From an optimization exercise on the open Yosys and OpenROAD flow, aimed at small area, a short achievable clock period and few clock cycles; shortcuts taken in it are not production practice.
Where RTL was checked, it was by simulation tests only, not by an equivalence proof against the original.
For runs 5 and 6, only the layout was checked, not whether the RTL still works.
Power and IR drop assume default switching activity.

<file path="design/flow/design.v">
module ALU (
    input      [19:0] input1,
    input      [19:0] input2,
    input      [4:0]  op,
    output reg [19:0] aluOutput
);
    wire [19:0] sum  = input1 + (op[1] ? ~input2 : input2) + {19'b0, op[1]};
    wire [19:0] shl  = input1 << input2[4:0];
    always @(*) begin
        aluOutput = ({20{op[0] | op[1]}} & sum)
                  | ({20{op[2]}} & (input1 | input2))
                  | ({20{op[3]}} & ~(input1 & input2))
                  | ({20{op[4]}} & shl);
    end
endmodule
module RegisterFile (
    input             clock,
    input             writeEnable,
    input      [3:0]  writeRegister,
    input      [19:0] WriteData,
    input      [3:0]  ReadRegister1,
    input      [3:0]  ReadRegister2,
    output     [19:0] ReadData1,
    output     [19:0] ReadData2
);
    reg [19:0] r0, r1, r2, r3, r4, r5, r6, r7,
               r8, r9, r10, r11, r12, r13, r14, r15;
    always @(posedge clock) begin
        if (writeEnable) begin
            case (writeRegister)
                4'd0:  r0  <= WriteData;
                4'd1:  r1  <= WriteData;
                4'd2:  r2  <= WriteData;
                4'd3:  r3  <= WriteData;
                4'd4:  r4  <= WriteData;
                4'd5:  r5  <= WriteData;
                4'd6:  r6  <= WriteData;
                4'd7:  r7  <= WriteData;
                4'd8:  r8  <= WriteData;
                4'd9:  r9  <= WriteData;
                4'd10: r10 <= WriteData;
                4'd11: r11 <= WriteData;
                4'd12: r12 <= WriteData;
                4'd13: r13 <= WriteData;
                4'd14: r14 <= WriteData;
                default: r15 <= WriteData;
            endcase
        end
    end
    wire [319:0] all = {r15, r14, r13, r12, r11, r10, r9, r8,
                        r7, r6, r5, r4, r3, r2, r1, r0};
    RegisterRead port1 (.sel(16'b1 << ReadRegister1), .regs(all), .data(ReadData1));
    RegisterRead port2 (.sel(16'b1 << ReadRegister2), .regs(all), .data(ReadData2));
endmodule
module RegisterRead (
    input      [15:0]  sel,
    input      [319:0] regs,
    output reg [19:0]  data
);
    integer i;
    always @(*) begin
        data = 20'b0;
        for (i = 0; i < 16; i = i + 1)
            data = data | (regs[20*i +: 20] & {20{sel[i]}});
    end
endmodule
module ProgramCounter (
    input             clock,
    input             reset,
    input             mispredict,
    input      [11:0] recoverAddress,
    input             redirect,
    input      [11:0] redirectAddress,
    output reg [11:0] pcOut
);
    always @(posedge clock or posedge reset) begin
        if (reset)
            pcOut <= 12'b0;
        else if (mispredict)
            pcOut <= recoverAddress;
        else if (redirect)
            pcOut <= redirectAddress;
        else
            pcOut <= pcOut + 12'd1;
    end
endmodule
module cpu20 (
    input             clk,
    input             reset,
    output     [11:0] imem_addr,
    input      [19:0] imem_data,
    output reg [10:0] dmem_addr,
    output     [19:0] dmem_wdata,
    output reg        dmem_we,
    input      [19:0] dmem_rdata,
    output reg        halted
);
    wire        misp;         
    wire [11:0] pc_f;
    wire [19:0] instr  = imem_data;
    wire [4:0]  opcode = instr[19:15];
    wire f_rtype = (opcode <= 5'd4);
    wire f_itype = (opcode >= 5'd5) && (opcode <= 5'd9);
    wire f_ld    = (opcode == 5'd10);
    wire f_st    = (opcode == 5'd11);
    wire f_jump  = (opcode == 5'd12);
    wire f_br    = (opcode >= 5'd13) && (opcode <= 5'd17);
    wire f_same  = (instr[14:11] == instr[10:7]);
    reg [4:0] f_aluop;
    always @(*) begin
        case (opcode)
            5'd0, 5'd5: f_aluop = 5'b00001;
            5'd1, 5'd8: f_aluop = 5'b00010;
            5'd2, 5'd6: f_aluop = 5'b00100;
            5'd3, 5'd7: f_aluop = 5'b01000;
            5'd4, 5'd9: f_aluop = 5'b10000;
            default:    f_aluop = 5'b00000;
        endcase
    end
    reg [2:0] f_cond;
    always @(*) begin
        case (opcode)
            5'd13:   f_cond = 3'b001;    
            5'd14:   f_cond = 3'b010;    
            5'd15:   f_cond = 3'b100;    
            5'd16:   f_cond = 3'b011;    
            5'd17:   f_cond = 3'b101;    
            default: f_cond = 3'b000;
        endcase
    end
    wire f_pred  = f_br & (f_same ? f_cond[0] : instr[6]);
    wire [2:0] f_mcond = f_pred ? ~f_cond : f_cond;
    wire [3:0] f_rs1 = (f_st | f_br) ? instr[14:11] : instr[10:7];
    wire [3:0] f_rs2 = (f_st | f_br) ? instr[10:7]  : instr[6:3];
    wire       f_halt = f_jump && (instr[10:0] == pc_f[10:0]) && !pc_f[11];
    wire [11:0] f_imm12 = {{5{instr[6]}}, instr[6:0]};
    wire [11:0] redirect_address = f_jump ? {1'b0, instr[10:0]} : pc_f + f_imm12;
    reg [3:0]  r_rs1, r_rs2, r_rd;
    reg [6:0]  r_imm;
    reg        r_useimm, r_ld, r_pred;
    reg [4:0]  r_aluop;
    reg        r_wen, r_st, r_halt;      
    reg [2:0]  r_mcond;
    always @(posedge clk or posedge reset) begin
        if (reset) begin
            r_wen   <= 1'b0;
            r_st    <= 1'b0;
            r_halt  <= 1'b0;
            r_mcond <= 3'b000;
        end else begin
            r_wen   <= (f_rtype | f_itype | f_ld) & ~misp;
            r_st    <= f_st & ~misp;
            r_halt  <= f_halt & ~misp;
            r_mcond <= f_mcond & {3{~misp}};
        end
    end
    always @(posedge clk) begin
        r_rs1    <= f_rs1;
        r_rs2    <= f_rs2;
        r_rd     <= instr[14:11];
        r_imm    <= instr[6:0];
        r_useimm <= f_itype;
        r_ld     <= f_ld;
        r_pred   <= f_pred;
        r_aluop  <= f_aluop;
    end
    wire [19:0] rdata1, rdata2;
    reg  [19:0] x_a, x_b;
    reg  [3:0]  x_rd;
    reg  [4:0]  x_aluop;
    reg         x_ld;
    reg         x_wen;
    reg  [2:0]  x_mcond;
    reg  [11:0] x_alt;
    wire [19:0] x_res;
    wire        fwd1 = x_wen && (x_rd == r_rs1);
    wire        fwd2 = x_wen && (x_rd == r_rs2);
    wire [19:0] r_imm20 = {{13{r_imm[6]}}, r_imm};
    wire [11:0] r_alt = r_pred ? pc_f - r_imm20[11:0] + 12'd1
                               : pc_f + r_imm20[11:0] - 12'd1;
    always @(posedge clk or posedge reset) begin
        if (reset) begin
            x_wen   <= 1'b0;
            x_mcond <= 3'b000;
            dmem_we <= 1'b0;
            halted  <= 1'b0;
        end else begin
            x_wen   <= r_wen & ~misp;
            x_mcond <= r_mcond & {3{~misp}};
            dmem_we <= r_st & ~misp;
            if (r_halt & ~misp)
                halted <= 1'b1;
        end
    end
    always @(posedge clk) begin
        x_a       <= fwd1 ? x_res : rdata1;
        x_b       <= r_useimm ? r_imm20 : (fwd2 ? x_res : rdata2);
        x_rd      <= r_rd;
        x_aluop   <= r_aluop;
        x_ld      <= r_ld;
        x_alt     <= r_alt;
        dmem_addr <= {(r_st ? r_rs2 : r_rs1), r_imm};
    end
    wire [19:0] alu_out;
    ALU alu (
        .input1(x_a),
        .input2(x_b),
        .op(x_aluop),
        .aluOutput(alu_out)
    );
    assign x_res = x_ld ? dmem_rdata : alu_out;
    RegisterFile rf (
        .clock(clk),
        .writeEnable(x_wen),
        .writeRegister(x_rd),
        .WriteData(x_res),
        .ReadRegister1(r_rs1),
        .ReadRegister2(r_rs2),
        .ReadData1(rdata1),
        .ReadData2(rdata2)
    );
    wire equal   = (x_a == x_b);
    wire lower   = ($signed(x_a) < $signed(x_b));
    wire greater = ~equal & ~lower;
    assign misp  = (x_mcond[0] & equal) | (x_mcond[1] & lower) | (x_mcond[2] & greater);
    ProgramCounter pcu (
        .clock(clk),
        .reset(reset),
        .mispredict(misp),
        .recoverAddress(x_alt),
        .redirect(f_jump | f_pred),
        .redirectAddress(redirect_address),
        .pcOut(pc_f)
    );
    assign imem_addr  = pc_f;
    assign dmem_wdata = x_a;
endmodule
</file>
<file path="design/flow/flow/run.sh">
#!/bin/bash
# Standard synthesis, then the standard layout with repair_timing aiming for
# extra setup slack (a tighter internal target than the 10 ns clock), sizing
# not limited to same-footprint cells, and port buffers of a fixed type.
set -euo pipefail
MARGIN=$(cat flow/margin.txt)
bash standard.sh synth > synth.log 2>&1
bash standard.sh SETUP_SLACK_MARGIN=$MARGIN MATCH_CELL_FOOTPRINT=0 \
  "BUFFER_PORTS_ARGS=-buffer_cell sky130_fd_sc_hd__buf_4" finish > layout.log 2>&1
</file>
<file path="design/flow/flow/margin.txt">
6.9
</file>
<file path="design/flow/standard.sh">
#!/bin/bash
# synth_recipe.tcl (not shown) runs the flow's synth.tcl, then flattens the netlist and writes it again
# the make line also repeats each setting of config.mk as NAME=value (left out here)
make -C /OpenROAD-flow-scripts/flow DESIGN_CONFIG=/design/flow/config.mk WORK_HOME=/design/flow/orfs CLKGATE_MAP_FILE= SYNTH_SCRIPT=/design/flow/synth_recipe.tcl "${@:-finish}"
</file>
<file path="design/flow/config.mk">
export PLATFORM = sky130hd
export DESIGN_NAME = cpu20
export DESIGN_NICKNAME = cpu20
export VERILOG_FILES = /design/flow/design.v
export SDC_FILE = /design/flow/constraint.sdc
export NUM_CORES = 4
export LEC_CHECK = 0
export CAP_MARGIN = 20
export CORE_MARGIN = 2
export CORE_UTILIZATION = 40
export PLACE_DENSITY = 0.6
export SLEW_MARGIN = 20
export SYNTH_HIERARCHICAL = 1
</file>
<file path="design/flow/constraint.sdc">
create_clock -name core_clock -period 10.0 [get_ports {clk}]
set_input_delay 2.0000 -clock core_clock [delete_from_list [all_inputs] [get_ports {clk}]]
set_output_delay 2.0000 -clock core_clock [all_outputs]
set_load 0.01 [all_outputs]
</file>
==> metrics.yaml, run 1 <==
status: "no timing/DRC/antenna violations"
use_met1_pct: 35.4
grt_max_degree: 39
min_period_over_period_pct: 32.5
power.switching_mw: 2.41
drtIter0Drc: 2006
fmax_mhz: 308
route.detailed.drc: 0
synth_nets: 2086
diodes: 0
setup_tns_ps: 0
hold_class: "reg2reg"
cts_tree: "done"
cts-root-buf: "clkbuf_16"
yosysWarnings: 11
clkPwrFrac_pct: 25.4
layout_commonest_cell: "edfxtp_1"
rsz0062_at_grt: "true"
clkLatencyLatePin_ps: 620
drt-total-wl_um: 81900
max_stage_delay_ps: 350
startpoint_type: "primary input"
setup_viol: 0
synth_top_area_share_pct: 41.3
start_util_pct: 40.4
drtAntennaViolNets: 0
peakVddDrop_v: 0.000164
final_core_util_pct: 48.6
globalRoute.totalOverflow: 0
nets: 2247
yosysTopAreaCell: "edfxtp_1"
netlist_area_sq_um: 23300
grt_pass1_wl_um: 117000
core_sq_um: 57600
io_buffers: 86
path_clk_slew_ps: 60
power_frac_comb_pct: 39.4
syn-instance-count: 1946
busiest_layer: "met2"
drv_cap: 0
dr.pass1.iters: 6
hold-path-cell-count: 0
viasPerCell: 6.31
hold_path.startpoint: "r_aluop[2]$_SDFF_PP0_"
areaGrowthSynthToFinish_pct: 20.2
crit_required_ps: 10490
regToRegSetupSlack_ps: 6890
relSlewSlack_pct: 28.6
post-dp-hpwl_um: 49700
ys_ff_latch: 444
mostFrequentLayoutCells: "edfxtp_1 (320), a22o_1 (160), buf_4 (160)"
crit_family: "compound AO/OA/AOI/OAI gates"
use_met2_pct: 41.5
postSynth.asyncResetShare_pct: 5.41
end_kind: "register"
grt.met3_usage_pct: 5.35
crit_cells: 13
hold_viol: 0
cp.arrival_ps: 3740
drive_gt1_share_pct: 25.5
core.rowCount: 88
fillCellCount: 5082
critPathBufInv: 2
layout_min_cycle_time_ps: 3250
synth_cell_types: 88
internal_power_mw: 4.33
grt_use_total_pct: 26.5
synthTopCellsByArea: "edfxtp_1 (41%), dfxtp_1 (8.6%), a221oi_1 (6.0%), a22o_1 (6.0%), ha_1 (5.1%)"
synth_edf_count: 320
worstReg2RegEnd: "x_b[9]$_DFF_P_"
seq_area_frac_synth_pct: 52.5
tightest_slew_ps: 1070
wl_per_cell_um: 28.2
numCtsBuffers: 47
p_leak_nw: 10.2
path_cells: "buf_8 -> ha_4 -> inv_2 -> fa_2 -> nor2b_2 -> o21ai_2 -> a21boi_2 -> o41ai_2 -> o21ba_2 -> xor2_2 -> a21oi_1 -> a22oi_1 -> o21ai_1"
clockBufferDepth: 3
antenna_found_initial: 1
power_frac_seq_pct: 35.2
drv_slew: 0
rr_worst_depth: 12
cts_num_sinks: 444
h-tree-depth: 2
p_sw_share_pct: 35.7
gp_congestion: 0.884
power_density_nw_per_um2: 241
vias: 18400
io_pins: 87
grt_pass1_vias: 17800
path_class: "in2reg"
fin_worst_skew_ps: 32.7
hold_path_end: "x_aluop[2]$_DFF_P_"
fp.dieH_um: 245
synth_flop_cell: "edfxtp_1"
worstPathMaxFanout: 3
syn_area_per_cell_sq_um: 12.0
cpMaxStageDelayCell: "fa_2"
worstReg2RegStart: "x_aluop[1]$_DFF_P_"
dieArea_sq_um: 60100
die_w_um: 245
## power groups by stage
stage / clock network (mW) / registers [mW] / logic, mW
CTS: 1.72 / 2.37 / 2.39
global placement: 0 / 2.47 / 2.01
finish: 1.71 / 2.37 / 2.66
floorplan: 0 / 2.37 / 1.50
global route: 1.80 / 2.38 / 2.86
detailed placement: 0 / 2.47 / 2.06
## timing repair
| item | 4_1_cts | 5_1_grt |
|---|---|---|
| hold buffers | 0 | 0 |
| gates resized for setup | 133 | 87 |
| setup buffers | 56 | 34 |
| setup endpoints to repair | 360 | 227 |
| cloned | 2 | 2 |
| pin swaps | 21 | 30 |
## how the worst max path moves through the flow
stage	slack [ps]	from	endpoint
global placement	5660	imem_data[13]	pcu.pcOut[8]$_DFF_PP0_
global route	6660	imem_data[0]	pcu.pcOut[8]$_DFF_PP0_
finish	6750	imem_data[0]	pcu.pcOut[8]$_DFF_PP0_
detailed placement	5680	imem_data[12]	pcu.pcOut[9]$_DFF_PP0_
CTS	6770	imem_data[0]	pcu.pcOut[8]$_DFF_PP0_
floorplan	6300	imem_data[0]	pcu.pcOut[8]$_DFF_PP0_
## cell type report
type	count	area, sq um	share of cell area, %
Tap cell	765	957	3.42
Clock buffer	68	1300	4.64
Timing Repair Buffer	221	2050	7.33
Clock inverter	18	189	0.676
Multi-Input combinational cell	1300	10800	38.6
Sequential cell	444	12300	44.1
Inverter	93	352	1.26
## Yosys stat by module, one instance, submodules excluded
module,area [sq um],flops+latches
RegisterFile,9930,320
ALU,2610,0
ProgramCounter,738,12
RegisterRead,1800,0
cpu20,6390,112
## kinds of logic (layout without fill, tap and decap cells)
| group | count (synthesis) | after routing | share of synthesized area [%] |
|---|---|---|---|
| buffers and inverters | 203 | 400 | 4.63 |
| xor gates and xnor gates | 84 | 84 | 3.16 |
| muxes | 117 | 117 | 5.46 |
| and+or+nand+nor | 396 | 397 | 8.89 |
| AOI/OAI and AO/OA | 604 | 604 | 20.0 |
| adders and majority gates | 98 | 98 | 5.40 |
| DFF | 444 | 444 | 52.5 |
## through the flow
stage	cell area (sq um)	std cells	hold slack [ps]	setup slack, ps	power, mW
3_5_place_dp	24800	2729	312	5680	4.53
2_1_floorplan	23500	1946	310	6300	3.87
6_report	28000	2909	325	6750	6.73
4_1_cts	27200	2873	325	6770	6.47
3_3_place_gp	24800	2729	317	5660	4.48
5_1_grt	28000	2909	326	6660	7.03
## cells in the mapped netlist, types with 6 or more instances
master	count
a211oi_1	6
nor2b_1	10
buf_6	39
edfxtp_1	320
xnor2_1	41
o21a_1	11
mux2i_1	46
nor2_1	88
nand2_1	97
nor3_1	51
a221oi_1	160
mux2_2	69
o21ai_1	7
a21o_1	14
a22oi_1	6
xor2_1	43
clkbuf_1	49
buf_1	8
nor2_2	8
a21oi_1	81
dfxtp_1	100
nand3_1	12
nand2b_1	27
o21ai_0	72
inv_1	90
dfrtp_1	24
o22ai_1	11
nand4_1	50
o221ai_1	6
o211ai_1	9
a22o_1	160
buf_2	12
ha_1	94
nor4_1	10
## metal layers
metal	vias up	share of wire, %
li1	8013	-
met1	9102	41
met2	1042	45
met3	202	9.6
met4	2	4.7
met5	-	0.021
Testbench counts, summed over its fixed seeds: cycles 76,573.
==> run 2, diff against run 1 <==
==> design/flow/flow/margin.txt (replaced) <==
6.5
==> metrics.yaml, run 2 <==
grt_pass1_wl_um: 111000  # -4.7%
drtIter0Drc: 2032  # +1.3%
syn-instance-count: 1946  # unchanged
syn_area_per_cell_sq_um: 12.0  # unchanged
synth-simple-area-share_pct: 8.89  # unchanged
diodes: 0  # unchanged
power.switching_mw: 2.22  # -7.8%
muxShareOfSynthArea_pct: 5.46  # unchanged
vias: 17900  # -2.4%
startpoint_type: "register"
cts_num_sinks: 444  # unchanged
crit_end: "dmem_wdata[11]"
globalRoute.totalOverflow: 0  # unchanged
power_frac_comb_pct: 32.8  # -6.6 points
drt-total-wl_um: 76500  # -6.5%
relSlewSlack_pct: 26.9  # -1.6 points
drv_slew: 0  # unchanged
netlist_area_sq_um: 23300  # unchanged
rr_worst_depth: 13  # +1
synth_common_cells: "edfxtp_1 (320), a221oi_1 (160), a22o_1 (160)"
numCtsBuffers: 48  # +2.1%
synth_flop_cell: "edfxtp_1"
ys_ff_latch: 444  # unchanged
synth_compound_area_share_pct: 20.0  # unchanged
cp.arrival_ps: 1450  # -2290 ps
critPathBufInv: 1  # -1
setup_tns_ps: 0  # unchanged
hold_class: "reg2reg"
synthTopCellsByArea: "edfxtp_1 (41%), dfxtp_1 (8.6%), a221oi_1 (6.0%), a22o_1 (6.0%), ha_1 (5.1%)"
route.detailed.drc: 0  # unchanged
pre_cts_slack_ps: 5640  # -36.2 ps
power_frac_seq_pct: 38.0  # +2.8 points
drive_gt1_share_pct: 18.2  # -7.3 points
cpMaxStageDelayCell: "dfxtp_1"
power_density_nw_per_um2: 241  # about the same
mostFrequentLayoutCells: "edfxtp_1 (320), a221oi_1 (160), a22o_1 (160)"
tightest_slew_ps: 1090  # +25.4 ps
cts-root-buf: "clkbuf_16"
crit_required_ps: 8000  # -2490 ps
finalPower_mw: 6.38  # -5.2%
core.rowCount: 88  # unchanged
path_clk_slew_ps: 60  # about the same
internal_power_mw: 4.16  # -3.8%
start_util_pct: 40.4  # unchanged
hold_viol: 0  # unchanged
grt_use_total_pct: 25.0  # -1.5 points
path_class: "reg2out"
clockBufferDepth: 3  # unchanged
path_cells: "buf_4"
fin_worst_skew_ps: 17.0  # -15.6 ps
p_sw_share_pct: 34.7  # -0.98 points
synth_top_area_share_pct: 41.3  # unchanged
synth_edf_count: 320  # unchanged
synth.most_common_cell: "edfxtp_1"
drtAntennaViolNets: 0  # unchanged
worstReg2RegStart: "x_b[0]$_DFF_P_"
crit_family: "flip-flops"
antenna_found_initial: 0  # -1
post-dp-hpwl_um: 49400  # -0.61%
min_period_over_period_pct: 34.5  # +2.0 points
max_stage_delay_ps: 630  # +280 ps
regToRegSetupSlack_ps: 6670  # -220 ps
synth_nets: 2086  # unchanged
final_core_util_pct: 46.0  # -2.6 points
synth_cell_types: 88  # unchanged
yosysWarnings: 11  # unchanged
areaGrowthSynthToFinish_pct: 13.9
synth-adder-area-share_pct: 5.40  # unchanged
clkLatencyLatePin_ps: 600  # -20 ps
wl_per_cell_um: 27.1  # -3.8%
grt_max_degree: 39  # unchanged
io_buffers: 86  # unchanged
worstReg2RegEnd: "x_b[16]$_DFF_P_"
fp.dieH_um: 245  # unchanged
dieArea_sq_um: 60100  # unchanged
crit_path_start: "x_a[11]$_DFF_P_"
seq_area_frac_synth_pct: 52.5  # unchanged
dr.pass1.iters: 6  # unchanged
layout_min_cycle_time_ps: 3450  # +203 ps
clkPwrFrac_pct: 29.2  # +3.8 points
synth_xor_area_share_pct: 3.16  # unchanged
gp_congestion: 0.929  # +5.1%
core_sq_um: 57600  # unchanged
crit_cells: 1  # -12
setup_viol: 0  # unchanged
grt_pass1_vias: 17500  # -1.8%
fin_ws_ps: 6550  # -203 ps
layout_commonest_cell: "edfxtp_1"
drv_cap: 0  # unchanged
rsz0062_at_grt: "true"
postSynth.asyncResetShare_pct: 5.41  # unchanged
h-tree-depth: 2  # unchanged
io_pins: 87  # unchanged
die_w_um: 245  # unchanged
cts_tree: "done"
status: "no timing/DRC/antenna violations"
fmax_mhz: 290  # -5.9%
p_leak_nw: 9.63  # -5.8%
nets: 2162  # -3.8%
yosysTopAreaCell: "edfxtp_1"
worstPathMaxFanout: 7  # +4
peakVddDrop_v: 0.000153  # -6.9%
viasPerCell: 6.34  # +0.40%
synth_top_family_by_area: "compound AO/OA/AOI/OAI gates"
end_kind: "output pin"
## run 2: changes by cell type in the layout (fill, tap and decap cells not counted), sizes merged
cell | before | now
clkinv | 16 | 22
bufinv | 2 | 8
inv | 93 | 94
clkbuf | 71 | 56
clkinvlp | 0 | 3
buf | 218 | 135
## run 2: repair_timing
item / CTS / global route
setup endpoints to repair: 197 / 52
resized for setup: 6 / 14
hold buffers: 0 / 0
buffers inserted: 0 / 4
gates cloned: 0 / 1
pin swaps: 0 / 6
## run 2: worst min path at each step
| stage | from | end | slack [ps] | cells after the start |
|---|---|---|---|---|
| 6_report | r_aluop[3]$_SDFF_PP0_ | x_aluop[3]$_DFF_P_ | 330 | 0 |
| 2_1_floorplan | r_aluop[0]$_SDFF_PP0_ | x_aluop[0]$_DFF_P_ | 310 | 0 |
| 5_1_grt | r_aluop[1]$_SDFF_PP0_ | x_aluop[1]$_DFF_P_ | 340 | 0 |
| 3_3_place_gp | r_aluop[4]$_SDFF_PP0_ | x_aluop[4]$_DFF_P_ | 310 | 0 |
| 3_5_place_dp | r_aluop[3]$_SDFF_PP0_ | x_aluop[3]$_DFF_P_ | 310 | 0 |
| 4_1_cts | r_aluop[3]$_SDFF_PP0_ | x_aluop[3]$_DFF_P_ | 330 | 0 |
## run 2: per-layer routing
layer	part of all wire, %	GRT usage (%)	vias up	routed length [um]
li1	-	-	7863	-
met1	42	34.2	8855	31800
met2	44	38.1	1020	33800
met3	10	5.70	177	7720
met4	4.3	10.5	0	3290
met5	0	0	-	0
## run 2: kinds of logic after synthesis
kind of cell,after synthesis
AO/OA/AOI/OAI,604
XOR/XNOR,84
adder cells (fa/ha/maj),98
buffers and inverters,203
flip-flops,444
multiplexers,117
AND/OR/NAND/NOR,396
## run 2: per-stage QoR
step / instances / instance area [sq um] / hold WS, ps
final: 2827 / 26500 / 326
after global routing: 2827 / 26500 / 336
after CTS: 2821 / 26400 / 326
after detailed placement: 2731 / 24700 / 312
after global placement: 2731 / 24700 / 314
after floorplan: 1946 / 23300 / 310
## run 2: area by class of cell
type | instances | area [sq um]
Fill cell | 5187 | 31100
Inverter | 93 | 349
Multi-Input combinational cell | 1300 | 10300
Timing Repair Buffer | 135 | 1030
Sequential cell | 444 | 12200
Clock inverter | 34 | 409
Tap cell | 765 | 957
Clock buffer | 56 | 1240
## run 2: per-module statistics from Yosys, one instance, submodules excluded
module	cells inside	copies in the design	flops+latches	area [sq um]
ALU	388	1	0	2610
RegisterRead	212	2	0	1800
ProgramCounter	77	1	12	738
cpu20	670	1	112	6390
RegisterFile	387	1	320	9930
## run 2: power by group through the flow
stage | Clock (mW) | Sequential, mW | Combinational [mW]
3_5_place_dp | 0 | 2.46 | 2.02
3_3_place_gp | 0 | 2.46 | 1.98
6_report | 1.86 | 2.43 | 2.09
4_1_cts | 1.87 | 2.42 | 2.04
2_1_floorplan | 0 | 2.37 | 1.48
5_1_grt | 1.96 | 2.44 | 2.30
==> run 3, diff against run 2 <==
==> design/flow/flow/margin.txt (replaced) <==
6.7
--- a/design/flow/config.mk
+++ b/design/flow/config.mk
@@ -9,4 +9,4 @@
 export CORE_MARGIN = 2
-export CORE_UTILIZATION = 40
-export PLACE_DENSITY = 0.6
+export CORE_UTILIZATION = 60
+export PLACE_DENSITY = 0.75
 export SLEW_MARGIN = 20
==> metrics.yaml, run 3 <==
start_util_pct: 60.5  # +20 points
peakVddDrop_v: 0.000183  # +20%
hold_viol: 0  # unchanged
fillCellCount: 2744  # -47%
wl_per_cell_um: 28.5  # +5.3%
startpoint_type: "primary input"
synth_cell_types: 88  # unchanged
grt_max_degree: 39  # unchanged
p_sw_share_pct: 35.5  # +0.75 points
end_kind: "register"
cpMaxStageDelayCell: "fa_2"
numCtsBuffers: 44  # -8.3%
hold_slack_ps: 326  # +0.119 ps
synth.most_common_cell: "edfxtp_1"
vias: 18300  # +1.9%
viasPerCell: 7.02  # +11%
drv_cap: 0  # unchanged
worstReg2RegEnd: "rf.r15[16]$_DFFE_PP_"
regToRegSetupSlack_ps: 6770  # +100 ps
hold_path_end: "x_aluop[3]$_DFF_P_"
use_met1_pct: 44.8  # +11 points
hold-path-cell-count: 0  # unchanged
worstPathMaxFanout: 3  # -4
yosysTopAreaCell: "edfxtp_1"
syn_area_per_cell_sq_um: 12.0  # unchanged
grt.met3_usage_pct: 8.38  # +2.7 points
diodes: 0  # unchanged
die_w_um: 201  # -18%
syn-instance-count: 1946  # unchanged
internal_power_mw: 4.11  # -1.4%
h-tree-depth: 2  # unchanged
drive_gt1_share_pct: 21.2  # +3.0 points
synth_flop_cell: "edfxtp_1"
power_density_nw_per_um2: 240  # -0.54%
crit_family: "compound AO/OA/AOI/OAI gates"
busiest_layer: "met2"
setup_tns_ps: 0  # unchanged
power.switching_mw: 2.26  # +2.0%
dr.pass1.iters: 5  # -1
grt_use_total_pct: 36.2  # +11 points
dieArea_sq_um: 40400  # -33%
netlist_area_sq_um: 23300  # unchanged
fin_worst_skew_ps: 41.1  # +24.1 ps
antenna_found_initial: 0  # unchanged
fmax_mhz: 301  # +4.0%
drtIter0Drc: 2082  # +2.5%
core.rowCount: 72  # -18%
relSlewSlack_pct: 23.7  # -3.2 points
grt_pass1_vias: 18000  # +3.0%
path_class: "in2reg"
cts_tree: "done"
drt-total-wl_um: 74200  # -3.1%
synth_edf_count: 320  # unchanged
seq_area_frac_synth_pct: 52.5  # unchanged
path_cells: "buf_8 -> ha_4 -> inv_2 -> fa_2 -> nor2b_2 -> o21ai_2 -> a21boi_2 -> o41ai_4 -> o21ba_2 -> xor2_1 -> a21oi_1 -> a22oi_1 -> o21ai_1"
tightest_slew_ps: 1140  # +47.6 ps
io_pins: 87  # unchanged
ys_ff_latch: 444  # unchanged
gp_congestion: 0.919  # -1.0%
yosysWarnings: 11  # unchanged
hold_class: "reg2reg"
io_buffers: 86  # unchanged
use_met2_pct: 58.7  # +21 points
fp.dieH_um: 201  # -18%
synth_top_area_share_pct: 41.3  # unchanged
areaGrowthSynthToFinish_pct: 14.2
synth_common_cells: "edfxtp_1 (320), a221oi_1 (160), a22o_1 (160)"
power_frac_comb_pct: 35.2  # +2.4 points
route.detailed.drc: 0  # unchanged
rsz0062_at_grt: "true"
cts_num_sinks: 444  # unchanged
postSynth.asyncResetShare_pct: 5.41  # unchanged
crit_required_ps: 10480  # +2480 ps
p_leak_nw: 9.77  # +1.5%
post-dp-hpwl_um: 46400  # -6.0%
grt_pass1_wl_um: 109000  # -1.9%
nets: 2188  # +1.2%
min_period_over_period_pct: 33.2  # -1.3 points
cp.arrival_ps: 3790  # +2340 ps
status: "no timing/DRC/antenna violations"
clockBufferDepth: 3  # unchanged
path_clk_slew_ps: 60  # about the same
cts-root-buf: "clkbuf_16"
critPathBufInv: 2  # +1
hold_buffers: 0  # unchanged
clkPwrFrac_pct: 26.7  # -2.5 points
synth_nets: 2086  # unchanged
layout_min_cycle_time_ps: 3320  # -133 ps
clkLatencyLatePin_ps: 610  # about the same
worstReg2RegStart: "x_aluop[1]$_DFF_P_"
drtAntennaViolNets: 0  # unchanged
setup_viol: 0  # unchanged
rr_worst_depth: 11  # -2
core_sq_um: 38500  # -33%
mostFrequentLayoutCells: "edfxtp_1 (320), a22o_1 (160), a221oi_1 (159)"
layout_commonest_cell: "edfxtp_1"
drv_slew: 0  # unchanged
max_stage_delay_ps: 340  # -290 ps
globalRoute.totalOverflow: 0  # unchanged
synthTopCellsByArea: "edfxtp_1 (41%), dfxtp_1 (8.6%), a221oi_1 (6.0%), a22o_1 (6.0%), ha_1 (5.1%)"
hold_path.startpoint: "r_aluop[3]$_SDFF_PP0_"
power_frac_seq_pct: 38.1  # about the same
run 3: worst max-delay path by stage:
stage                    from                      end  slack, ps  cells past startpoint
5_1_grt          imem_data[0]  pcu.pcOut[10]$_DFF_PP0_       6560                     13
3_5_place_dp     imem_data[7]   pcu.pcOut[5]$_DFF_PP0_       5810                      9
3_3_place_gp     imem_data[9]  pcu.pcOut[11]$_DFF_PP0_       5890                      9
6_report         imem_data[0]   pcu.pcOut[8]$_DFF_PP0_       6680                     13
4_1_cts        x_b[0]$_DFF_P_          x_a[16]$_DFF_P_       6700                     12
2_1_floorplan    imem_data[0]   pcu.pcOut[8]$_DFF_PP0_       6300                     12
run 3: through the flow:
step | instances | util, % | setup slack, ps | power (mW) | instance area (sq um)
floorplan | 1946 | - | 6300 | 3.86 | 23400
global placement | 2488 | 63.7 | 5890 | 4.44 | 24500
detailed placement | 2489 | 63.7 | 5810 | 4.50 | 24500
CTS | 2584 | 68.3 | 6700 | 6.25 | 26300
global route | 2601 | 69.1 | 6560 | 6.65 | 26600
finish | 2601 | 69.1 | 6680 | 6.37 | 26600
run 3: cells by family (layout without fill, tap and decap cells):
| group | Yosys count | after routing | share of synthesized area, % |
|---|---|---|---|
| and+or+nand+nor | 396 | 397 | 8.89 |
| xor gates and xnor gates | 84 | 84 | 3.16 |
| buffers and inverters | 203 | 339 | 4.63 |
| adders and majority gates | 98 | 98 | 5.40 |
| AOI/OAI and AO/OA | 604 | 604 | 20.0 |
| DFF | 444 | 444 | 52.5 |
| muxes | 117 | 117 | 5.46 |
run 3: layout make-up:
type | count | area, sq um | area share [%]
clock inverters | 29 | 294 | 1.11
well taps | 518 | 648 | 2.44
clock buffers | 52 | 1190 | 4.49
multi-input cells | 1300 | 10500 | 39.4
flip-flops and latches | 444 | 12300 | 46.1
repair buffers | 165 | 1360 | 5.10
inverters | 93 | 349 | 1.31
run 3: metal layers:
metal / part of all wire (%) / vias to the layer above / wire [um]
met1: 36 / 8833 / 26800
met4: 6.4 / 0 / 4720
met3: 11 / 316 / 8130
met5: 0 / - / 0
li1: - / 7901 / -
met2: 46 / 1200 / 34500
run 3: repair_timing:
item	4_1_cts	5_1_grt
pin swaps	10	7
gates resized for setup	48	38
gates cloned	2	1
setup endpoints to repair	154	109
hold endpoints to repair	0	0
setup buffers	12	16
run 3: per-module statistics from Yosys (local to each module, per instance):
module,cells inside,flops+latches
cpu20,670,112
RegisterRead,212,0
ALU,388,0
ProgramCounter,77,12
RegisterFile,387,320
run 3: power by group through the flow:
stage / Clock (mW) / Combinational (mW) / Sequential (mW)
floorplan: 0 / 1.49 / 2.37
global placement: 0 / 1.99 / 2.45
detailed placement: 0 / 2.05 / 2.45
CTS: 1.70 / 2.12 / 2.43
global route: 1.77 / 2.44 / 2.44
finish: 1.70 / 2.24 / 2.43
==> run 4, diff against run 3 <==
--- a/design/flow/config.mk
+++ b/design/flow/config.mk
@@ -9,4 +9,4 @@
 export CORE_MARGIN = 2
-export CORE_UTILIZATION = 60
-export PLACE_DENSITY = 0.75
+export CORE_UTILIZATION = 40
+export PLACE_DENSITY = 0.6
 export SLEW_MARGIN = 20
==> metrics.yaml, run 4 <==
rr_worst_depth: 12  # +1
grt_pass1_wl_um: 113000  # +3.0%
drive_gt1_share_pct: 21.5  # +0.25 points
grt_use_total_pct: 25.2  # -11 points
path_clk_slew_ps: 60  # about the same
viasPerCell: 6.29  # -10%
regToRegSetupSlack_ps: 6770  # about the same
globalRoute.totalOverflow: 0  # unchanged
antenna_found_initial: 0  # unchanged
p_leak_nw: 9.79  # +0.11%
ys_ff_latch: 444  # unchanged
gp_congestion: 0.887  # -3.5%
power_density_nw_per_um2: 238  # -0.70%
areaGrowthSynthToFinish_pct: 15.3
cts_num_sinks: 444  # unchanged
drv_slew: 0  # unchanged
synth_flop_cell: "edfxtp_1"
grt_max_degree: 39  # unchanged
syn-instance-count: 1946  # unchanged
peakVddDrop_v: 0.000166  # -9.1%
grt_pass1_vias: 17700  # -2.0%
post-dp-hpwl_um: 50000  # +7.8%
numCtsBuffers: 48  # +9.1%
min_period_over_period_pct: 33.3  # +0.14 points
rsz0062_at_grt: "true"
hold_path_end: "x_ld$_DFF_P_"
worstPathMaxFanout: 3  # unchanged
hold_class: "reg2reg"
cts-root-buf: "clkbuf_16"
drt-total-wl_um: 77500  # +4.5%
nets: 2189  # +0.046%
clkLatencyLatePin_ps: 600  # about the same
final_core_util_pct: 46.6  # -22 points
cp.arrival_ps: 3810  # +20 ps
relSlewSlack_pct: 26.0  # +2.3 points
start_util_pct: 40.4  # -20 points
layout_commonest_cell: "edfxtp_1"
clockBufferDepth: 3  # unchanged
setup_tns_ps: 0  # unchanged
worstReg2RegEnd: "x_b[19]$_DFF_P_"
cts_tree: "done"
crit_required_ps: 10480  # about the same
layoutNonFillerInstCount: 2852  # +9.7%
io_buffers: 86  # unchanged
syn_area_per_cell_sq_um: 12.0  # unchanged
startpoint_type: "primary input"
h-tree-depth: 2  # unchanged
synth_edf_count: 320  # unchanged
worstReg2RegStart: "x_aluop[1]$_DFF_P_"
synthTopCellsByArea: "edfxtp_1 (41%), dfxtp_1 (8.6%), a221oi_1 (6.0%), a22o_1 (6.0%), ha_1 (5.1%)"
diodes: 0  # unchanged
setup_viol: 0  # unchanged
wl_per_cell_um: 27.2  # -4.7%
synth_nets: 2086  # unchanged
path_class: "in2reg"
status: "no timing/DRC/antenna violations"
hold_buffers: 0  # unchanged
hold-path-cell-count: 0  # unchanged
fp.dieH_um: 245  # +22%
vias: 17900  # -1.8%
core.rowCount: 88  # +22%
fin_worst_skew_ps: 26.8  # -14.3 ps
netlist_area_sq_um: 23300  # unchanged
dieArea_sq_um: 60100  # +49%
tightest_slew_ps: 1110  # -34.2 ps
route.detailed.drc: 0  # unchanged
hold_slack_ps: 328  # +1.69 ps
yosysTopAreaCell: "edfxtp_1"
die_w_um: 245  # +22%
hold_viol: 0  # unchanged
synth_common_cells: "edfxtp_1 (320), a221oi_1 (160), a22o_1 (160)"
seq_area_frac_synth_pct: 52.5  # unchanged
dp.cells: 2734  # +9.8%
hold_path.startpoint: "r_ld$_DFF_P_"
yosysWarnings: 11  # unchanged
end_kind: "register"
mostFrequentLayoutCells: "edfxtp_1 (320), a221oi_1 (160), a22o_1 (160)"
synth.most_common_cell: "edfxtp_1"
finalPower_mw: 6.38  # +0.25%
synth_cell_types: 88  # unchanged
drtIter0Drc: 1846  # -11%
io_pins: 87  # unchanged
core_sq_um: 57600  # +50%
postSynth.asyncResetShare_pct: 5.41  # unchanged
drtAntennaViolNets: 0  # unchanged
dr.pass1.iters: 5  # unchanged
layout_min_cycle_time_ps: 3330  # +14.4 ps
synth_top_area_share_pct: 41.3  # unchanged
drv_cap: 0  # unchanged
fmax_mhz: 300  # -0.43%
## run 4: logic make-up (layout without fill, tap and decap cells)
group | after synthesis | in the layout | synth area share [%]
fa+ha+maj | 98 | 98 | 5.40
xor+xnor | 84 | 84 | 3.16
buf+inv | 203 | 343 | 4.63
compound gates | 604 | 604 | 20.0
simple gates | 396 | 397 | 8.89
mux | 117 | 117 | 5.46
flops | 444 | 444 | 52.5
## run 4: Yosys stat by module (local to each module, per instance)
module / flops+latches / area [sq um]
RegisterFile: 320 / 9930
ALU: 0 / 2610
cpu20: 112 / 6390
ProgramCounter: 12 / 738
RegisterRead: 0 / 1800
## run 4: how the worst max path moves through the flow
| stage | start | end | depth (start not counted) |
|---|---|---|---|
| 3_3_place_gp | imem_data[13] | pcu.pcOut[8]$_DFF_PP0_ | 9 |
| 6_report | imem_data[0] | pcu.pcOut[8]$_DFF_PP0_ | 13 |
| 2_1_floorplan | imem_data[0] | pcu.pcOut[8]$_DFF_PP0_ | 12 |
| 5_1_grt | imem_data[0] | pcu.pcOut[8]$_DFF_PP0_ | 13 |
| 4_1_cts | imem_data[0] | pcu.pcOut[8]$_DFF_PP0_ | 13 |
| 3_5_place_dp | imem_data[9] | pcu.pcOut[5]$_DFF_PP0_ | 9 |
## run 4: power breakdown
part | leakage (nW) | total (mW) | internal (mW) | switching, mW
Clock | 0.787 | 1.78 | 1.03 | 0.749
Sequential | 4.08 | 2.41 | 2.20 | 0.209
Combinational | 4.92 | 2.19 | 0.919 | 1.27
## run 4: critical path: stages
cell      delay, ps
buf_8            80
ha_4            120
inv_2            40
fa_2            340
nor2b_2         130
o21ai_2          70
a21boi_2        220
o41ai_2         100
o21ba_2         210
xor2_1          150
a21oi_1          90
a22oi_1         160
o21ai_1          80
## run 4: cell type report
class	instances	area, sq um
Clock buffer	66	1390
Clock inverter	22	201
Fill cell	5195	30700
Inverter	93	349
Multi-Input combinational cell	1300	10400
Sequential cell	444	12300
Tap cell	765	957
Timing Repair Buffer	162	1310
## run 4: stage by stage
stage | setup WS, ps | cell area, sq um
6_report | 6670 | 26800
5_1_grt | 6600 | 26800
4_1_cts | 6700 | 26600
3_5_place_dp | 5800 | 24800
3_3_place_gp | 5800 | 24800
2_1_floorplan | 6300 | 23400
## run 4: layer usage
metal,vias up,part of all wire [%],GRT usage [%]
met5,-,0,0
met4,0,3.9,9.49
met3,154,9.3,4.40
met2,901,44,38.5
met1,8979,43,35.7
li1,7896,-,-
## run 4: what timing repair did
action	CTS	global route
resized for setup	47	22
endpoints found under the setup margin	316	66
pin swaps	9	5
buffers inserted	9	18
gates cloned	1	1
endpoints found under the hold margin	0	0
==> run 5, diff against run 4 <==
--- a/design/flow/design.v
+++ b/design/flow/design.v
@@ -135,4 +135,8 @@
     wire       f_halt = f_jump && (instr[10:0] == pc_f[10:0]) && !pc_f[11];
-    wire [11:0] f_imm12 = {{5{instr[6]}}, instr[6:0]};
-    wire [11:0] redirect_address = f_jump ? {1'b0, instr[10:0]} : pc_f + f_imm12;
+    wire [7:0]  f_lo     = {1'b0, pc_f[6:0]} + {1'b0, instr[6:0]};
+    wire [4:0]  f_hi     = pc_f[11:7];
+    wire [4:0]  f_hi_inc = f_hi + 5'd1;
+    wire [4:0]  f_hi_dec = f_hi - 5'd1;
+    wire [4:0]  f_tgt_hi = (instr[6] == f_lo[7]) ? f_hi : (f_lo[7] ? f_hi_inc : f_hi_dec);
+    wire [11:0] redirect_address = f_jump ? {1'b0, instr[10:0]} : {f_tgt_hi, f_lo[6:0]};
     reg [3:0]  r_rs1, r_rs2, r_rd;
==> design/flow/flow/margin.txt (replaced) <==
6.5
==> metrics.yaml, run 5 <==
status: "no timing/DRC/antenna violations"
io_pins: 87  # unchanged
syn_area_per_cell_sq_um: 12.0  # +0.11%
clkPwrFrac_pct: 27.5  # -0.4 points
startpoint_type: "primary input"
power_frac_seq_pct: 37.9  # about the same
yosysWarnings: 11  # unchanged
route.detailed.drc: 0  # unchanged
grt_max_degree: 39  # unchanged
ys_ff_latch: 444  # unchanged
layout_min_cycle_time_ps: 3910  # +578 ps
clkLatencyLatePin_ps: 600  # about the same
peakVddDrop_v: 0.000162  # -2.7%
fillCellCount: 5182  # -0.25%
relSlewSlack_pct: 18.9  # -7.2 points
clockBufferDepth: 3  # unchanged
netlist_area_sq_um: 23200  # -0.15%
hold_viol: 0  # unchanged
grt_pass1_wl_um: 110000  # -2.1%
internal_power_mw: 4.19  # +0.98%
stdcell_area_sq_um: 26600  # -1.0%
io_buffers: 86  # unchanged
worstReg2RegEnd: "pcu.pcOut[10]$_DFF_PP0_"
drv_cap: 0  # unchanged
vias: 17600  # -1.8%
cts_num_sinks: 444  # unchanged
drtAntennaViolNets: 0  # unchanged
grt_use_total_pct: 24.8  # -0.43 points
post-dp-hpwl_um: 49500  # -0.95%
hold_buffers: 0  # unchanged
synth_nets: 2081  # -0.24%
viasPerCell: 6.23  # -0.91%
drtIter0Drc: 2025  # +9.7%
core_sq_um: 57600  # unchanged
placed_cell_area_sq_um: 24700  # -0.16%
p_sw_share_pct: 35.2  # +0.22 points
h-tree-depth: 2  # unchanged
power_frac_comb_pct: 34.6  # +0.3 points
yosysTopAreaCell: "edfxtp_1"
dieArea_sq_um: 60000  # -0.14%
cts_tree: "done"
power_density_nw_per_um2: 244  # +2.4%
synth_cell_types: 79  # -10%
grt.met3_usage_pct: 5.02  # +0.62 points
synth_top_area_share_pct: 41.4  # +0.060 points
synth_flop_cell: "edfxtp_1"
antenna_found_initial: 1  # +1
diodes: 0  # unchanged
min_period_over_period_pct: 39.1  # +5.8 points
power.switching_mw: 2.27  # +1.9%
dr.pass1.iters: 8  # +3
use_met2_pct: 39.0  # +0.50 points
synth_common_cells: "edfxtp_1 (320), a221oi_1 (160), a22o_1 (160)"
core.rowCount: 88  # unchanged
start_util_pct: 40.3  # -0.059 points
nets: 2162  # -1.2%
synth_edf_count: 320  # unchanged
worstReg2RegStart: "x_a[11]$_DFF_P_"
cp.arrival_ps: 4390  # +580 ps
use_met1_pct: 33.8  # -1.9 points
seq_area_frac_synth_pct: 52.6  # +0.076 points
hold_path.startpoint: "r_aluop[3]$_SDFF_PP0_"
drt-total-wl_um: 76000  # -1.9%
setup_viol: 0  # unchanged
rsz0062_at_grt: "true"
end_kind: "register"
tightest_slew_ps: 1220  # +107 ps
crit_required_ps: 10480  # about the same
fmax_mhz: 256  # -15%
die_w_um: 245  # about the same
crit_end: "pcu.pcOut[11]$_DFF_PP0_"
rr_worst_depth: 10  # -2
numCtsBuffers: 48  # unchanged
final_core_util_pct: 46.1  # -0.48 points
fin_worst_skew_ps: 26.2  # -0.613 ps
synthTopCellsByArea: "edfxtp_1 (41%), dfxtp_1 (8.6%), a221oi_1 (6.0%), a22o_1 (6.0%), ha_1 (5.0%)"
globalRoute.totalOverflow: 0  # unchanged
wl_per_cell_um: 26.9  # -1.0%
postSynth.asyncResetShare_pct: 5.41  # unchanged
areaGrowthSynthToFinish_pct: 14.3
layout_commonest_cell: "edfxtp_1"
crit_path_start: "imem_data[1]"
busiest_layer: "met2"
drive_gt1_share_pct: 18.2  # -3.2 points
syn-instance-count: 1941  # -0.26%
setup_tns_ps: 0  # unchanged
synth.most_common_cell: "edfxtp_1"
mostFrequentLayoutCells: "edfxtp_1 (320), a22o_1 (160), a221oi_1 (159)"
cts-root-buf: "clkbuf_16"
path_class: "in2reg"
gp_congestion: 0.912  # +2.8%
p_leak_nw: 9.68  # -1.1%
fp.dieH_um: 245  # about the same
hold_class: "reg2reg"
regToRegSetupSlack_ps: 6660  # -110 ps
grt_pass1_vias: 17300  # -1.7%
drv_slew: 0  # unchanged
worstPathMaxFanout: 4  # +1
path_clk_slew_ps: 60  # about the same
## run 5: changes by cell type in the layout (fill, tap and decap cells not counted), moves of 6 or more
cell,change
dfxtp_1,+21
dfxtp_2,-19
nor2_2,-18
buf_4,-14
dfrtp_1,+9
dfrtp_2,-9
clkbuf_8,-7
mux2i_1,+7
nand2b_1,-7
a21boi_0,+6
nand2_1,+6
xor2_1,+6
## run 5: per-stage QoR
step	setup slack [ps]	hold WS [ps]	std cells	total power [mW]
4_1_cts	6080	328	2821	6.43
3_5_place_dp	5370	312	2726	4.62
6_report	6090	330	2826	6.47
3_3_place_gp	5410	311	2726	4.56
2_1_floorplan	5730	310	1941	3.95
5_1_grt	6000	334	2826	6.79
## run 5: worst min-delay path by stage
stage                               endpoint  slack, ps  cells past startpoint
after floorplan           x_aluop[0]$_DFF_P_        310                      0
after global placement       x_rd[1]$_DFF_P_        310                      0
after detailed placement  x_aluop[3]$_DFF_P_        310                      0
after CTS                 x_aluop[3]$_DFF_P_        330                      0
after global routing         x_rd[2]$_DFF_P_        330                      0
final                     x_aluop[3]$_DFF_P_        330                      0
## run 5: final cells by class
| cell class | count | area, sq um | area share [%] |
|---|---|---|---|
| clock inverters | 28 | 297 | 1.12 |
| clock buffers | 61 | 1280 | 4.82 |
| repair buffers | 144 | 1120 | 4.22 |
| well taps | 765 | 957 | 3.60 |
| flip-flops and latches | 444 | 12200 | 46.0 |
| inverters | 88 | 333 | 1.25 |
| multi-input cells | 1296 | 10300 | 39.0 |
## run 5: layer usage
layer  part of all wire, %  routed length, um
met1                    42              32200
met2                    45              34300
met3                   9.0               6870
met4                   3.4               2600
met5                     0                  0
## run 5: what timing repair did
| item | 4_1_cts | 5_1_grt |
|---|---|---|
| gates cloned | 0 | 0 |
| setup buffers | 6 | 5 |
| endpoints found under the setup margin | 54 | 106 |
| pin swaps | 14 | 8 |
| resized for setup | 15 | 24 |
## run 5: cell families (layout without fill, tap and decap cells)
kind of cell / after synthesis / count (layout) / synth area share [%]
simple gates: 381 / 381 / 8.35
buf+inv: 201 / 321 / 4.60
mux: 124 / 124 / 5.77
flops: 444 / 444 / 52.6
compound gates: 604 / 604 / 19.9
xor+xnor: 88 / 88 / 3.32
fa+ha+maj: 99 / 99 / 5.48
## run 5: modules after synthesis (local to each module, per instance)
module          cells  flip-flops and latches  area [sq um]
RegisterRead      212                       0          1800
RegisterFile      387                     320          9930
ProgramCounter     77                      12           738
cpu20             665                     112          6360
ALU               388                       0          2610
## run 5: critical path, cell delays in order
cell     delay [ps]
buf_8           100
ha_4            250
a21o_1          140
a41oi_2         120
o21a_1          160
a21oi_4         190
inv_4            70
ha_4            280
a21o_1          120
a21oi_2          60
or2_2           260
mux2i_1         170
xnor2_1         140
nor2_1           70
a22oi_1         160
o21ai_2          80
## run 5: power by group through the flow
stage	Sequential [mW]	Clock (mW)	Combinational, mW
5_1_grt	2.47	1.87	2.45
2_1_floorplan	2.39	0	1.55
6_report	2.45	1.78	2.24
3_5_place_dp	2.48	0	2.13
4_1_cts	2.45	1.80	2.18
3_3_place_gp	2.48	0	2.08
==> run 6, diff against run 5 <==
--- a/design/flow/design.v
+++ b/design/flow/design.v
@@ -6,4 +6,4 @@
 );
-    wire [19:0] sum  = input1 + (op[1] ? ~input2 : input2) + {19'b0, op[1]};
-    wire [19:0] shl  = input1 << input2[4:0];
+    wire [19:0] sum = input1 + input2 + {19'b0, op[1]};
+    wire [19:0] shl = input1 << input2[4:0];
     always @(*) begin
@@ -135,8 +135,13 @@
     wire       f_halt = f_jump && (instr[10:0] == pc_f[10:0]) && !pc_f[11];
-    wire [7:0]  f_lo     = {1'b0, pc_f[6:0]} + {1'b0, instr[6:0]};
-    wire [4:0]  f_hi     = pc_f[11:7];
-    wire [4:0]  f_hi_inc = f_hi + 5'd1;
-    wire [4:0]  f_hi_dec = f_hi - 5'd1;
-    wire [4:0]  f_tgt_hi = (instr[6] == f_lo[7]) ? f_hi : (f_lo[7] ? f_hi_inc : f_hi_dec);
-    wire [11:0] redirect_address = f_jump ? {1'b0, instr[10:0]} : {f_tgt_hi, f_lo[6:0]};
+    wire [6:0]  f_lo;
+    wire        f_c7;
+    wire [4:0]  f_hi_inc = pc_f[11:7] + 5'd1;
+    wire [4:0]  f_hi_dec = pc_f[11:7] - 5'd1;
+    Add7 tlo (.a(pc_f[6:0]), .b(instr[6:0]), .sum(f_lo), .cout(f_c7));
+    wire [11:0] redirect_address;
+    TargetSelect tsel (
+        .jump(f_jump), .addr11(instr[10:0]), .neg(instr[6]), .carry(f_c7),
+        .lo(f_lo), .hi(pc_f[11:7]), .hi_inc(f_hi_inc), .hi_dec(f_hi_dec),
+        .target(redirect_address)
+    );
     reg [3:0]  r_rs1, r_rs2, r_rd;
@@ -200,3 +205,3 @@
         x_a       <= fwd1 ? x_res : rdata1;
-        x_b       <= r_useimm ? r_imm20 : (fwd2 ? x_res : rdata2);
+        x_b       <= {20{r_aluop[1]}} ^ (r_useimm ? r_imm20 : (fwd2 ? x_res : rdata2));
         x_rd      <= r_rd;
@@ -241 +246,23 @@
 endmodule
+module Add7 (
+    input  [6:0] a,
+    input  [6:0] b,
+    output [6:0] sum,
+    output       cout
+);
+    assign {cout, sum} = {1'b0, a} + {1'b0, b};
+endmodule
+module TargetSelect (
+    input         jump,
+    input  [10:0] addr11,
+    input         neg,
+    input         carry,
+    input  [6:0]  lo,
+    input  [4:0]  hi,
+    input  [4:0]  hi_inc,
+    input  [4:0]  hi_dec,
+    output [11:0] target
+);
+    wire [4:0] t_hi = (neg == carry) ? hi : (carry ? hi_inc : hi_dec);
+    assign target = jump ? {1'b0, addr11} : {t_hi, lo};
+endmodule
==> design/flow/flow/margin.txt (replaced) <==
6.7
==> metrics.yaml, run 6 <==
end_kind: "register"
p_leak_nw: 10.4  # +7.6%
finalPower_mw: 6.90  # +6.7%
yosysWarnings: 11  # unchanged
grt_pass1_wl_um: 116000  # +5.2%
dieArea_sq_um: 61500  # +2.4%
drive_gt1_share_pct: 25.1  # +6.8 points
route.detailed.drc: 0  # unchanged
tightest_slew_ps: 1230  # +14.4 ps
synth_common_cells: "edfxtp_1 (320), a22o_1 (160), a221oi_1 (159)"
synth_nets: 2153  # +3.5%
p_sw_share_pct: 35.9  # +0.76 points
power_frac_comb_pct: 39.8  # +5.2 points
internal_power_mw: 4.42  # +5.5%
dr.pass1.iters: 5  # -3
core_sq_um: 58900  # +2.3%
io_buffers: 86  # unchanged
drt-total-wl_um: 79300  # +4.4%
power_frac_seq_pct: 34.6  # -3.3 points
dp.cells: 2788  # +2.3%
min_period_over_period_pct: 34.2  # -4.8 points
setup_tns_ps: 0  # unchanged
rsz0062_at_grt: "true"
fmax_mhz: 292  # +14%
fin_worst_skew_ps: 34.9  # +8.72 ps
synth.most_common_cell: "edfxtp_1"
seq_area_frac_synth_pct: 51.3  # -1.3 points
layoutNonFillerInstCount: 2946  # +4.2%
drtAntennaViolNets: 0  # unchanged
globalRoute.totalOverflow: 0  # unchanged
netlist_area_sq_um: 23800  # +2.5%
grt.met3_usage_pct: 3.34  # -1.7 points
die_w_um: 248  # +1.2%
use_met1_pct: 35.6  # +1.8 points
diodes: 0  # unchanged
viasPerCell: 6.29  # +0.96%
cts_tree: "done"
core.rowCount: 89  # +1.1%
rr_worst_depth: 12  # +2
peakVddDrop_v: 0.000162  # +0.11%
layout_commonest_cell: "edfxtp_1"
clkPwrFrac_pct: 25.6  # -1.9 points
hold_class: "reg2reg"
worstPathMaxFanout: 5  # +1
stdcell_area_sq_um: 28100  # +5.9%
worstReg2RegStart: "x_b[4]$_DFF_P_"
crit_required_ps: 10460  # -20 ps
yosysTopAreaCell: "edfxtp_1"
crit_path_start: "imem_data[3]"
syn-instance-count: 1993  # +2.7%
relSlewSlack_pct: 17.6  # -1.3 points
postSynth.asyncResetShare_pct: 5.41  # unchanged
grt_max_degree: 28  # -28%
grt_use_total_pct: 25.5  # +0.73 points
synth_flop_cell: "edfxtp_1"
cts_num_sinks: 444  # unchanged
drv_cap: 0  # unchanged
crit_end: "pcu.pcOut[9]$_DFF_PP0_"
numCtsBuffers: 48  # unchanged
mostFrequentLayoutCells: "edfxtp_1 (320), buf_4 (190), a22o_1 (160)"
clkLatencyLatePin_ps: 610  # about the same
start_util_pct: 40.4  # +0.067 points
worstReg2RegEnd: "x_b[12]$_DFF_P_"
synthTopCellsByArea: "edfxtp_1 (40%), dfxtp_1 (8.4%), ha_1 (5.9%), a22o_1 (5.9%), a221oi_1 (5.8%)"
clockBufferDepth: 3  # unchanged
areaGrowthSynthToFinish_pct: 18.1
final_core_util_pct: 47.7  # +1.6 points
fp.dieH_um: 248  # +1.2%
use_met2_pct: 39.5  # +0.53 points
setup_viol: 0  # unchanged
nets: 2295  # +6.2%
drtIter0Drc: 1873  # -7.5%
gp_congestion: 0.911  # about the same
synth_top_area_share_pct: 40.4  # -1.0 points
vias: 18500  # +5.2%
hold_buffers: 0  # unchanged
syn_area_per_cell_sq_um: 11.9  # -0.21%
h-tree-depth: 2  # unchanged
synth_cell_types: 85  # +7.6%
post-dp-hpwl_um: 51300  # +3.5%
hold_viol: 0  # unchanged
path_class: "in2reg"
busiest_layer: "met2"
regToRegSetupSlack_ps: 6730  # +70 ps
startpoint_type: "primary input"
cts-root-buf: "clkbuf_16"
power_density_nw_per_um2: 246  # +0.83%
path_clk_slew_ps: 60  # about the same
cp.arrival_ps: 3880  # -510 ps
drv_slew: 0  # unchanged
status: "no timing/DRC/antenna violations"
power.switching_mw: 2.48  # +9.0%
wl_per_cell_um: 26.9  # +0.14%
placed_cell_area_sq_um: 25400  # +2.6%
io_pins: 87  # unchanged
synth_edf_count: 320  # unchanged
antenna_found_initial: 0  # -1
ys_ff_latch: 444  # unchanged
grt_pass1_vias: 18400  # +5.8%
layout_min_cycle_time_ps: 3420  # -485 ps
## run 6: worst min-delay path by stage
stage	start	end	slack, ps	cells after the start
floorplan	r_aluop[0]$_SDFF_PP0_	x_aluop[0]$_DFF_P_	310	0
global placement	r_ld$_DFF_P_	x_ld$_DFF_P_	310	0
detailed placement	r_aluop[4]$_SDFF_PP0_	x_aluop[4]$_DFF_P_	310	0
CTS	r_aluop[4]$_SDFF_PP0_	x_aluop[4]$_DFF_P_	330	0
global route	r_aluop[4]$_SDFF_PP0_	x_aluop[4]$_DFF_P_	330	0
finish	r_aluop[4]$_SDFF_PP0_	x_aluop[4]$_DFF_P_	320	0
## run 6: final cells by class
| class | count | area [sq um] |
|---|---|---|
| Timing Repair Buffer | 210 | 1740 |
| Sequential cell | 444 | 12300 |
| Multi-Input combinational cell | 1299 | 11100 |
| Inverter | 132 | 502 |
| Fill cell | 5294 | 30800 |
| Tap cell | 773 | 967 |
| Clock inverter | 28 | 241 |
| Clock buffer | 60 | 1330 |
## run 6: power by group through the flow
stage | combinational [mW] | clock (mW) | sequential [mW]
6_report | 2.75 | 1.77 | 2.39
5_1_grt | 2.99 | 1.87 | 2.40
4_1_cts | 2.51 | 1.79 | 2.39
3_5_place_dp | 2.26 | 0 | 2.45
3_3_place_gp | 2.23 | 0 | 2.45
2_1_floorplan | 1.66 | 0 | 2.38
## run 6: cells by family after synthesis
| group | count (synthesis) | synth area share [%] |
|---|---|---|
| DFF | 444 | 51.3 |
| adders and majority gates | 118 | 6.36 |
| and+or+nand+nor | 370 | 8.18 |
| xor gates and xnor gates | 95 | 3.49 |
| AOI/OAI and AO/OA | 600 | 19.6 |
| muxes | 116 | 5.71 |
| buffers and inverters | 250 | 5.33 |
## run 6: through the flow
step	setup slack [ps]	hold slack, ps
finish	6580	325
global placement	5440	312
global route	6510	330
floorplan	6290	310
detailed placement	5380	314
CTS	6640	328
## run 6: what timing repair did
| action | in CTS | in global routing |
|---|---|---|
| setup endpoints to repair | 273 | 115 |
| pin swaps | 25 | 30 |
| setup buffers | 32 | 35 |
| gates resized for setup | 91 | 64 |
| cloned | 3 | 0 |
## run 6: modules after synthesis, one instance, submodules excluded
module,flip-flops and latches,area (sq um),cells,copies in the design
ALU,0,2750,393,1
RegisterFile,320,9930,387,1
RegisterRead,0,1800,212,2
cpu20,112,6210,643,1
Add7,0,287,37,1
ProgramCounter,12,738,77,1
TargetSelect,0,297,32,1
## run 6: routing by layer
| layer | part of all wire [%] | wire (um) |
|---|---|---|
| met1 | 43 | 33900 |
| met2 | 45 | 35900 |
| met3 | 8.0 | 6310 |
| met4 | 4.0 | 3150 |
| met5 | 0 | 0 |
## run 6: worst max-delay path: stages
cell	delay, ps
buf_8	110
ha_4	220
a21oi_4	140
nor2b_4	60
a311oi_4	350
o21ai_4	110
buf_12	150
mux2_4	300
o22ai_4	120
a21oi_2	50
a22oi_2	160
o21ai_1	100

static timing again, ports no longer ideal:
The flow's constraints put no driver on any port. The routed layouts listed below were extracted and timed again, unchanged, in two steps.
Step 1: set_driving_cell puts a clkbuf_16 on clk and a buf_2 on each other input, an assumption about the parent block.
Step 2 moves the port delays by t, midway between the first and last clock arrival at a register: inputs arrive t later, outputs are due t later. That takes back most of the time a late clock gives input paths.
Slacks: no drivers / after step 1 / after step 2; pairs: no drivers / after step 1.
run | t (ns) | slack for setup (ns) | worst slew at a driven data input, ns
run 1 | 0.667 | 6.754 / 6.742 / 6.103 | 0.10
run 2 | 0.658 | 6.551 / 6.486 / 5.951 | 0.05
run 3 | 0.647 | 6.683 / 6.630 / 6.043 | 0.05
run 4 | 0.648 | 6.669 / 6.646 / 6.032 | 0.05
run 5 | 0.653 | 6.091 / 6.112 / 5.460 | 0.06
run 6 | 0.655 | 6.576 / 6.600 / 5.945 | 0.05
After both steps every run listed still meets setup and hold. The setup slack of run 1, which loses most, moves by -0.012 ns with the drivers and by -0.651 ns with both steps.
